What follows belongs to an exercise in optimizing a design on an open flow for small area, a short achievable clock period and few clock cycles; a production flow would make more cautious choices.
RTL that was checked went through simulation tests only; none was proved equivalent to the original.
Power figures rest on the tool's default switching activity, not on a simulated workload.

==> flow/design.v <==
module sap1(
    input           clk,
    input           rst,
    input           mem_we,
    input   [3:0]   mem_addr,
    input   [7:0]   mem_wdata,
    output  [7:0]   mem_rdata,
    output  [7:0]   out,
    output          cf,
    output          zf,
    output          halted
);
    reg     [7:0]   ir;          
    reg     [3:0]   pc;          
    reg     [7:0]   a;
    reg             c, z;
    reg     [7:0]   o;
    reg             h;           
    reg     [7:0]   ram [0:15];
    wire    [3:0]   op = ir[7:4];
    wire    [3:0]   x = ir[3:0];
    wire            hlt = (op == 4'hf);
    assign out = o;
    assign cf = c;
    assign zf = z;
    assign halted = h | (!rst & hlt);
    wire    [7:0]   m = ram[x];
    wire            s = op[0];
    wire    [8:0]   t = {1'b0, a} + {1'b0, m ^ {8{s}}} + {8'b0, s};
    wire            jump = (op == 4'h6) | (op == 4'h7 & c) | (op == 4'h8 & z);
    wire    [3:0]   fa = jump ? x : pc;
    wire    [7:0]   rd = ram[fa];
    assign mem_rdata = ram[mem_addr];
    wire            sta = (op == 4'h4);
    wire    [7:0]   nxt = (sta && x == fa) ? a : rd;
    wire            we = rst ? mem_we : (!h & sta);
    wire    [3:0]   wa = rst ? mem_addr : x;
    wire    [7:0]   wd = rst ? mem_wdata : a;
    always @(posedge clk) begin
        if (we) ram[wa] <= wd;
    end
    wire    [7:0]   ram0_next = (mem_we && mem_addr == 4'h0) ? mem_wdata : ram[0];
    always @(posedge clk) begin
        ir <= rst ? ram0_next : nxt;
    end
    always @(posedge clk or posedge rst) begin
        if (rst) begin
            pc <= 4'h1;
            a <= 8'b0;
            c <= 1'b0;
            z <= 1'b0;
            o <= 8'b0;
            h <= 1'b0;
        end else if (!h) begin
            pc <= fa + 4'h1;
            case (op)
                4'h1: a <= m;
                4'h2, 4'h3: begin
                    a <= t[7:0];
                    c <= t[8] ^ s;
                    z <= (t[7:0] == 8'b0);
                end
                4'h5: a <= {4'b0, x};
                4'he: o <= a;
                4'hf: h <= 1'b1;
                default: ;
            endcase
        end
    end
endmodule
make LEC_CHECK=0 CAP_MARGIN=20 CORE_MARGIN=2 CORE_UTILIZATION=40 SLEW_MARGIN=20 finish   # period 6.5 ns
run.sh (not shown) runs the stock make flow with config.mk's settings and CLKGATE_MAP_FILE= SYNTH_SCRIPT=/design/flow/synth_recipe.tcl, a recipe that flattens the netlist after the stock synthesis.
Next try:
==> flow/design.v (replaced) <==
module sap1(
    input           clk,
    input           rst,
    input           mem_we,
    input   [3:0]   mem_addr,
    input   [7:0]   mem_wdata,
    output  [7:0]   mem_rdata,
    output  [7:0]   out,
    output          cf,
    output          zf,
    output          halted
);
    reg     [3:0]   pc;
    reg     [7:0]   a;
    reg             c, z;
    reg     [7:0]   o;
    reg             h;
    reg     [7:0]   ram [0:15];
    assign out = o;
    assign cf = c;
    assign zf = z;
    assign halted = h;
    wire    [3:0]   raddr = (rst | h) ? mem_addr : pc;
    wire    [7:0]   ins = ram[raddr];
    assign mem_rdata = ins;
    wire    [3:0]   op = ins[7:4];
    wire    [3:0]   x = ins[3:0];
    wire    [7:0]   m = ram[x];
    wire            s = op[0];
    wire    [8:0]   t = {1'b0, a} + {1'b0, m ^ {8{s}}} + {8'b0, s};
    wire            jump = (op == 4'h6) | (op == 4'h7 & c) | (op == 4'h8 & z);
    always @(posedge clk or posedge rst) begin
        if (rst) begin
            pc <= 4'b0;
            a <= 8'b0;
            c <= 1'b0;
            z <= 1'b0;
            o <= 8'b0;
            h <= 1'b0;
        end else if (!h) begin
            pc <= jump ? x : pc + 4'b1;
            case (op)
                4'h1: a <= m;
                4'h2, 4'h3: begin
                    a <= t[7:0];
                    c <= t[8] ^ s;
                    z <= (t[7:0] == 8'b0);
                end
                4'h5: a <= {4'b0, x};
                4'he: o <= a;
                4'hf: h <= 1'b1;
                default: ;
            endcase
        end
    end
    wire            we = rst ? mem_we : (!h && op == 4'h4);
    wire    [3:0]   wa = rst ? mem_addr : x;
    wire    [7:0]   wd = rst ? mem_wdata : a;
    always @(posedge clk) begin
        if (we) ram[wa] <= wd;
    end
endmodule
What happened:
- The new run finished clean
- core utilization grows by 3.5 points
- power went up by about 2.8%
- via count went down by about 3.4%
- synthesized area went down by about 7%
- cell area hardly moves
- maximum frequency decreases by about 17%
- register-to-register slack gets worse by 900 ps
- final cell count goes up by about 9%
- sequential power fell by about 10%
- setup slack degrades by 1000 ps
Testbench counts after the change, summed over its fixed seeds: cycles 19,184.
The RTL of the first run of this note was laid out without a check of its function.


== v4 ==
Another version of the RTL of sap1 (not shown whole).
Size: ~580 cells after synthesis, about 160 flip-flops, ~34 I/O pins.
==> module rbit, before the edit <==
module rbit(
    input   [15:0]  d,
    input   [15:0]  e,
    output          y
);
    wire    [5:0]   n;
    ao222n u0(d[0], e[0], d[1], e[1], d[2], e[2], n[0]);
    ao222n u1(d[3], e[3], d[4], e[4], d[5], e[5], n[1]);
    ao222n u2(d[6], e[6], d[7], e[7], d[8], e[8], n[2]);
    ao222n u3(d[9], e[9], d[10], e[10], d[11], e[11], n[3]);
    ao222n u4(d[12], e[12], d[13], e[13], d[14], e[14], n[4]);
    nand2m u5(.a(d[15]), .b(e[15]), .y(n[5]));
    nand6  u6(n, y);
endmodule
==> module ao32n, before the edit <==
module ao32n(
    input           a1, a2, a3, b1, b2,
    output          y
);
    assign y = ~((a1 & a2 & a3) | (b1 & b2));
endmodule
==> module seldec16, before the edit <==
module seldec16(
    input           sel,
    input           en,
    input   [3:0]   p,
    input   [3:0]   xl,
    input   [3:0]   xh,
    output  [15:0]  y
);
    wire    [3:0]   ln, hn;
    wire    [3:0]   pn = ~p;
    ao32n l0(sel, pn[1], pn[0], en, xl[0], ln[0]);
    ao32n l1(sel, pn[1], p[0],  en, xl[1], ln[1]);
    ao32n l2(sel, p[1],  pn[0], en, xl[2], ln[2]);
    ao32n l3(sel, p[1],  p[0],  en, xl[3], ln[3]);
    ao32n h0(sel, pn[3], pn[2], en, xh[0], hn[0]);
    ao32n h1(sel, pn[3], p[2],  en, xh[1], hn[1]);
    ao32n h2(sel, p[3],  pn[2], en, xh[2], hn[2]);
    ao32n h3(sel, p[3],  p[2],  en, xh[3], hn[3]);
    genvar i;
    generate
        for (i = 0; i < 16; i = i + 1) begin : g
            nor2m u(.a(ln[i % 4]), .b(hn[i / 4]), .y(y[i]));
        end
    endgenerate
endmodule
==> module nand2m, before the edit <==
module nand2m(
    input           a,
    input           b,
    output          y
);
    assign y = ~(a & b);
endmodule
==> module sap1, before the edit <==
module sap1(
    input           clk,
    input           rst,
    input           mem_we,
    input   [3:0]   mem_addr,
    input   [7:0]   mem_wdata,
    output  [7:0]   mem_rdata,
    output  [7:0]   out,
    output          cf,
    output          zf,
    output          halted
);
    reg     [7:0]   ir;          
    reg     [3:0]   pc;          
    reg     [7:0]   a;
    reg             c, z;
    reg     [7:0]   o;
    reg             h;           
    reg             hs;          
    reg     [7:0]   ram [0:15];
    wire    [3:0]   op = ir[7:4];
    wire    [3:0]   x = ir[3:0];
    wire            hlt = (op == 4'hf);
    assign out = o;
    assign cf = c;
    assign zf = z;
    assign halted = h | (!rst & hlt);
    wire    [127:0] q;
    genvar i;
    generate
        for (i = 0; i < 16; i = i + 1) begin : gq
            assign q[8 * i + 7 : 8 * i] = ram[i];
        end
    endgenerate
    wire    [15:0]  me;
    wire    [7:0]   m;
    wire    [3:0]   xl = {x[1:0] == 2'd3, x[1:0] == 2'd2, x[1:0] == 2'd1, x[1:0] == 2'd0};
    wire    [3:0]   xh = {x[3:2] == 2'd3, x[3:2] == 2'd2, x[3:2] == 2'd1, x[3:2] == 2'd0};
    seldec16 u_mdec(.sel(rst | hs), .en(!rst), .p(mem_addr),
                    .xl(xl & {4{!hs}}), .xh(xh & {4{!hs}}), .y(me));
    rport u_mport(.q(q), .e(me), .y(m));
    assign mem_rdata = m;
    wire            jump = (op == 4'h6) | (op == 4'h7 & c) | (op == 4'h8 & z);
    wire    [3:0]   fa = rst ? 4'h0 : jump ? x : pc;
    wire    [15:0]  fe;
    wire    [7:0]   rd;
    dec16 u_fdec(.a(fa), .y(fe));
    rport u_fport(.q(q), .e(fe), .y(rd));
    wire            we = rst ? mem_we : (!h & op == 4'h4);
    wire    [7:0]   wd = rst ? mem_wdata : a;
    generate
        for (i = 0; i < 16; i = i + 1) begin : gw
            always @(posedge clk) begin
                if (we & me[i]) ram[i] <= wd;
            end
        end
    endgenerate
    wire            fwd = rst ? mem_we & (mem_addr == 4'h0) : we & (x == fa);
    wire    [7:0]   nxt = fwd ? wd : rd;
    always @(posedge clk) begin
        ir <= nxt;
        hs <= (!rst & (h | hlt)) | (nxt[7:4] == 4'hf);
    end
    wire            s = op[0];
    wire    [7:0]   t;
    wire            co;
    adder u_add(.a(a), .b(m ^ {8{s}}), .ci(s), .s(t), .co(co));
    wire    [7:0]   za = s ? a : (~a + 8'd1);
    always @(posedge clk or posedge rst) begin
        if (rst) begin
            pc <= 4'h1;
            a <= 8'b0;
            c <= 1'b0;
            z <= 1'b0;
            o <= 8'b0;
            h <= 1'b0;
        end else if (!h) begin
            pc <= fa + 4'h1;
            case (op)
                4'h1: a <= m;
                4'h2, 4'h3: begin
                    a <= t;
                    c <= co ^ s;
                    z <= (m == za);
                end
                4'h5: a <= {4'b0, x};
                4'he: o <= a;
                4'hf: h <= 1'b1;
                default: ;
            endcase
        end
    end
endmodule
Settings: LEC_CHECK=0, CAP_MARGIN=20, CORE_MARGIN=2, CORE_UTILIZATION=55, CTS_BUF_LIST=sky130_fd_sc_hd__clkbuf_8, SETUP_SLACK_MARGIN=2.5, SLEW_MARGIN=20, SYNTH_HIERARCHICAL=1; clock period 6.5 ns.
[inputs] v8 vs v4
--- a/flow/design.v
+++ b/flow/design.v
@@ -99,8 +99,8 @@
     ao222n u1(d[3], e[3], d[4], e[4], d[5], e[5], n[1]);
     ao222n u2(d[6], e[6], d[7], e[7], d[8], e[8], n[2]);
     ao222n u3(d[9], e[9], d[10], e[10], d[11], e[11], n[3]);
-    ao222n u4(d[12], e[12], d[13], e[13], d[14], e[14], n[4]);
-    nand2m u5(.a(d[15]), .b(e[15]), .y(n[5]));
+    ao22n  u4(d[12], e[12], d[13], e[13], n[4]);
+    ao22n  u5(d[14], e[14], d[15], e[15], n[5]);
     nand6  u6(n, y);
 endmodule
 module rport(
@@ -118,44 +118,6 @@
             rbit u(.d(col), .e(e), .y(y[b]));
         end
     endgenerate
-endmodule
-module ao32n(
-    input           a1, a2, a3, b1, b2,
-    output          y
-);
-    assign y = ~((a1 & a2 & a3) | (b1 & b2));
-endmodule
-module seldec16(
-    input           sel,
-    input           en,
-    input   [3:0]   p,
-    input   [3:0]   xl,
-    input   [3:0]   xh,
-    output  [15:0]  y
-);
-    wire    [3:0]   ln, hn;
-    wire    [3:0]   pn = ~p;
-    ao32n l0(sel, pn[1], pn[0], en, xl[0], ln[0]);
-    ao32n l1(sel, pn[1], p[0],  en, xl[1], ln[1]);
-    ao32n l2(sel, p[1],  pn[0], en, xl[2], ln[2]);
-    ao32n l3(sel, p[1],  p[0],  en, xl[3], ln[3]);
-    ao32n h0(sel, pn[3], pn[2], en, xh[0], hn[0]);
-    ao32n h1(sel, pn[3], p[2],  en, xh[1], hn[1]);
-    ao32n h2(sel, p[3],  pn[2], en, xh[2], hn[2]);
-    ao32n h3(sel, p[3],  p[2],  en, xh[3], hn[3]);
-    genvar i;
-    generate
-        for (i = 0; i < 16; i = i + 1) begin : g
-            nor2m u(.a(ln[i % 4]), .b(hn[i / 4]), .y(y[i]));
-        end
-    endgenerate
-endmodule
-module nand2m(
-    input           a,
-    input           b,
-    output          y
-);
-    assign y = ~(a & b);
 endmodule
 module sap1(
     input           clk,
@@ -191,12 +153,10 @@
             assign q[8 * i + 7 : 8 * i] = ram[i];
         end
     endgenerate
+    wire    [3:0]   ma = (rst | hs) ? mem_addr : x;
     wire    [15:0]  me;
     wire    [7:0]   m;
-    wire    [3:0]   xl = {x[1:0] == 2'd3, x[1:0] == 2'd2, x[1:0] == 2'd1, x[1:0] == 2'd0};
-    wire    [3:0]   xh = {x[3:2] == 2'd3, x[3:2] == 2'd2, x[3:2] == 2'd1, x[3:2] == 2'd0};
-    seldec16 u_mdec(.sel(rst | hs), .en(!rst), .p(mem_addr),
-                    .xl(xl & {4{!hs}}), .xh(xh & {4{!hs}}), .y(me));
+    dec16 u_mdec(.a(ma), .y(me));
     rport u_mport(.q(q), .e(me), .y(m));
     assign mem_rdata = m;
     wire            jump = (op == 4'h6) | (op == 4'h7 & c) | (op == 4'h8 & z);
@@ -214,8 +174,7 @@
             end
         end
     endgenerate
-    wire            fwd = rst ? mem_we & (mem_addr == 4'h0) : we & (x == fa);
-    wire    [7:0]   nxt = fwd ? wd : rd;
+    wire    [7:0]   nxt = (we && ma == fa) ? wd : rd;
     always @(posedge clk) begin
         ir <= nxt;
         hs <= (!rst & (h | hlt)) | (nxt[7:4] == 4'hf);
### Flow results
- v8 | stages: all done | timing, DRC, antenna: all pass
- v8 gives less number of different library cells in the post-synthesis netlist than v4 did.
- Cmp v8 and v4 / maximum vdd drop / lower: v4
- Going from v4 to v8, the buffers inserted during post-CTS setup optimization was found to have gone down by 19%.
- Number of stages on the worst setup path was higher in the run labelled v8.
- According to the power report, total power for v8 is higher than for v4.
No functional check of the RTL was part of any run of this note.


sap1, a different RTL version from the one above (not shown whole).
For scale: ~930 cells after synthesis.
==> module rbit, before the edit <==
module rbit(
    input   [15:0]  d,
    input   [15:0]  e,
    output          y
);
    wire    [15:0]  t;
    wire    [3:0]   u;
    genvar i;
    generate
        for (i = 0; i < 16; i = i + 1) begin : g
            nand2m ut(.a(d[i]), .b(e[i]), .y(t[i]));
        end
        for (i = 0; i < 4; i = i + 1) begin : h
            nand4m uu(.a(t[4 * i + 3 : 4 * i]), .y(u[i]));
        end
    endgenerate
    or4m uy(.a(u), .y(y));
endmodule
==> module nand4m, before the edit <==
module nand4m(
    input   [3:0]   a,
    output          y
);
    assign y = ~(&a);
endmodule
==> module or4m, before the edit <==
module or4m(
    input   [3:0]   a,
    output          y
);
    assign y = |a;
endmodule
Settings: LEC_CHECK=0, CAP_MARGIN=20, CORE_MARGIN=2, CORE_UTILIZATION=55, CTS_BUF_LIST=sky130_fd_sc_hd__clkbuf_8, SETUP_SLACK_MARGIN=2.5, SLEW_MARGIN=20, SYNTH_HIERARCHICAL=1; clock period 6.5 ns.
Testbench counts at the start, summed over its fixed seeds: cycles 18,992.
Change:
--- a/flow/design.v
+++ b/flow/design.v
@@ -72,4 +72,22 @@
     assign y = ~(a | b);
 endmodule
+module ao222n(
+    input           a0, b0, a1, b1, a2, b2,
+    output          y
+);
+    assign y = ~((a0 & b0) | (a1 & b1) | (a2 & b2));
+endmodule
+module ao22n(
+    input           a0, b0, a1, b1,
+    output          y
+);
+    assign y = ~((a0 & b0) | (a1 & b1));
+endmodule
+module nand6(
+    input   [5:0]   a,
+    output          y
+);
+    assign y = ~(&a);
+endmodule
 module rbit(
     input   [15:0]  d,
@@ -77,16 +95,12 @@
     output          y
 );
-    wire    [15:0]  t;
-    wire    [3:0]   u;
-    genvar i;
-    generate
-        for (i = 0; i < 16; i = i + 1) begin : g
-            nand2m ut(.a(d[i]), .b(e[i]), .y(t[i]));
-        end
-        for (i = 0; i < 4; i = i + 1) begin : h
-            nand4m uu(.a(t[4 * i + 3 : 4 * i]), .y(u[i]));
-        end
-    endgenerate
-    or4m uy(.a(u), .y(y));
+    wire    [5:0]   n;
+    ao222n u0(d[0], e[0], d[1], e[1], d[2], e[2], n[0]);
+    ao222n u1(d[3], e[3], d[4], e[4], d[5], e[5], n[1]);
+    ao222n u2(d[6], e[6], d[7], e[7], d[8], e[8], n[2]);
+    ao222n u3(d[9], e[9], d[10], e[10], d[11], e[11], n[3]);
+    ao222n u4(d[12], e[12], d[13], e[13], d[14], e[14], n[4]);
+    nand2m u5(.a(d[15]), .b(e[15]), .y(n[5]));
+    nand6  u6(n, y);
 endmodule
 module rport(
@@ -112,16 +126,4 @@
 );
     assign y = ~(a & b);
-endmodule
-module nand4m(
-    input   [3:0]   a,
-    output          y
-);
-    assign y = ~(&a);
-endmodule
-module or4m(
-    input   [3:0]   a,
-    output          y
-);
-    assign y = |a;
 endmodule
 module sap1(
The changed run finished with timing, DRC and antenna clean.
Setup slack got worse by 190 ps.
Total power stays flat.
Count of clock-buffer cells in the layout stays the same.
Clock power came out lower by about 2%.
Routed wire length came out lower by 14%.
Design area came out lower by 6.6%.
Register-to-register slack got worse by 50 ps.
Core utilization came out lower by 0.53 points.
Combinational power is about the same.
Clock skew is about the same.
Critical path depth came out lower by 1.
Worst hold slack got worse by 7.5 ps.
Area after synthesis came out lower by 6.9%.
Testbench counts after the change, summed over its fixed seeds: cycles 18,992.

static timing again, ports no longer ideal:
The results above use ideal ports. As a check the final layouts listed here were re-extracted and re-timed, cells and wires unchanged.
Step 1 sets driving cells, clkbuf_16 on the clock port and buf_2 on the other inputs (assumed; they add their load-dependent delay and slew).
Step 2 moves the port delays by t, midway between the first and last clock arrival at a register: inputs arrive t later, outputs are due t later. That takes back most of the time a late clock gives input paths.
Slacks: ideal ports / drivers / drivers and shift; pairs: ideal ports / drivers.
run | t (ns) | setup slack, ns | hold WS [ns]
the first run of note 1 | 0.478 | 1.420 / 1.389 / 1.389 | 0.482 / 0.482 / 0.482
the second run of note 1 | 0.471 | 0.415 / 0.417 / -0.053 | 0.491 / 0.491 / 0.491
v4 | 0.512 | 1.719 / 1.665 / 1.288 | 0.492 / 0.492 / 0.492
v8 | 0.508 | 1.792 / 1.740 / 1.325 | 0.491 / 0.491 / 0.491
the first run of note 3 | 0.510 | 2.449 / 2.366 / 2.366 | 0.519 / 0.519 / 0.519
the second run of note 3 | 0.491 | 2.257 / 2.206 / 2.206 | 0.512 / 0.512 / 0.512
With both steps, setup timing fails in the second run of note 1, where it was met with ideal ports. The setup slack of the second run of note 1, which loses most, moves by +0.002 ns with the drivers and by -0.468 ns with both steps.
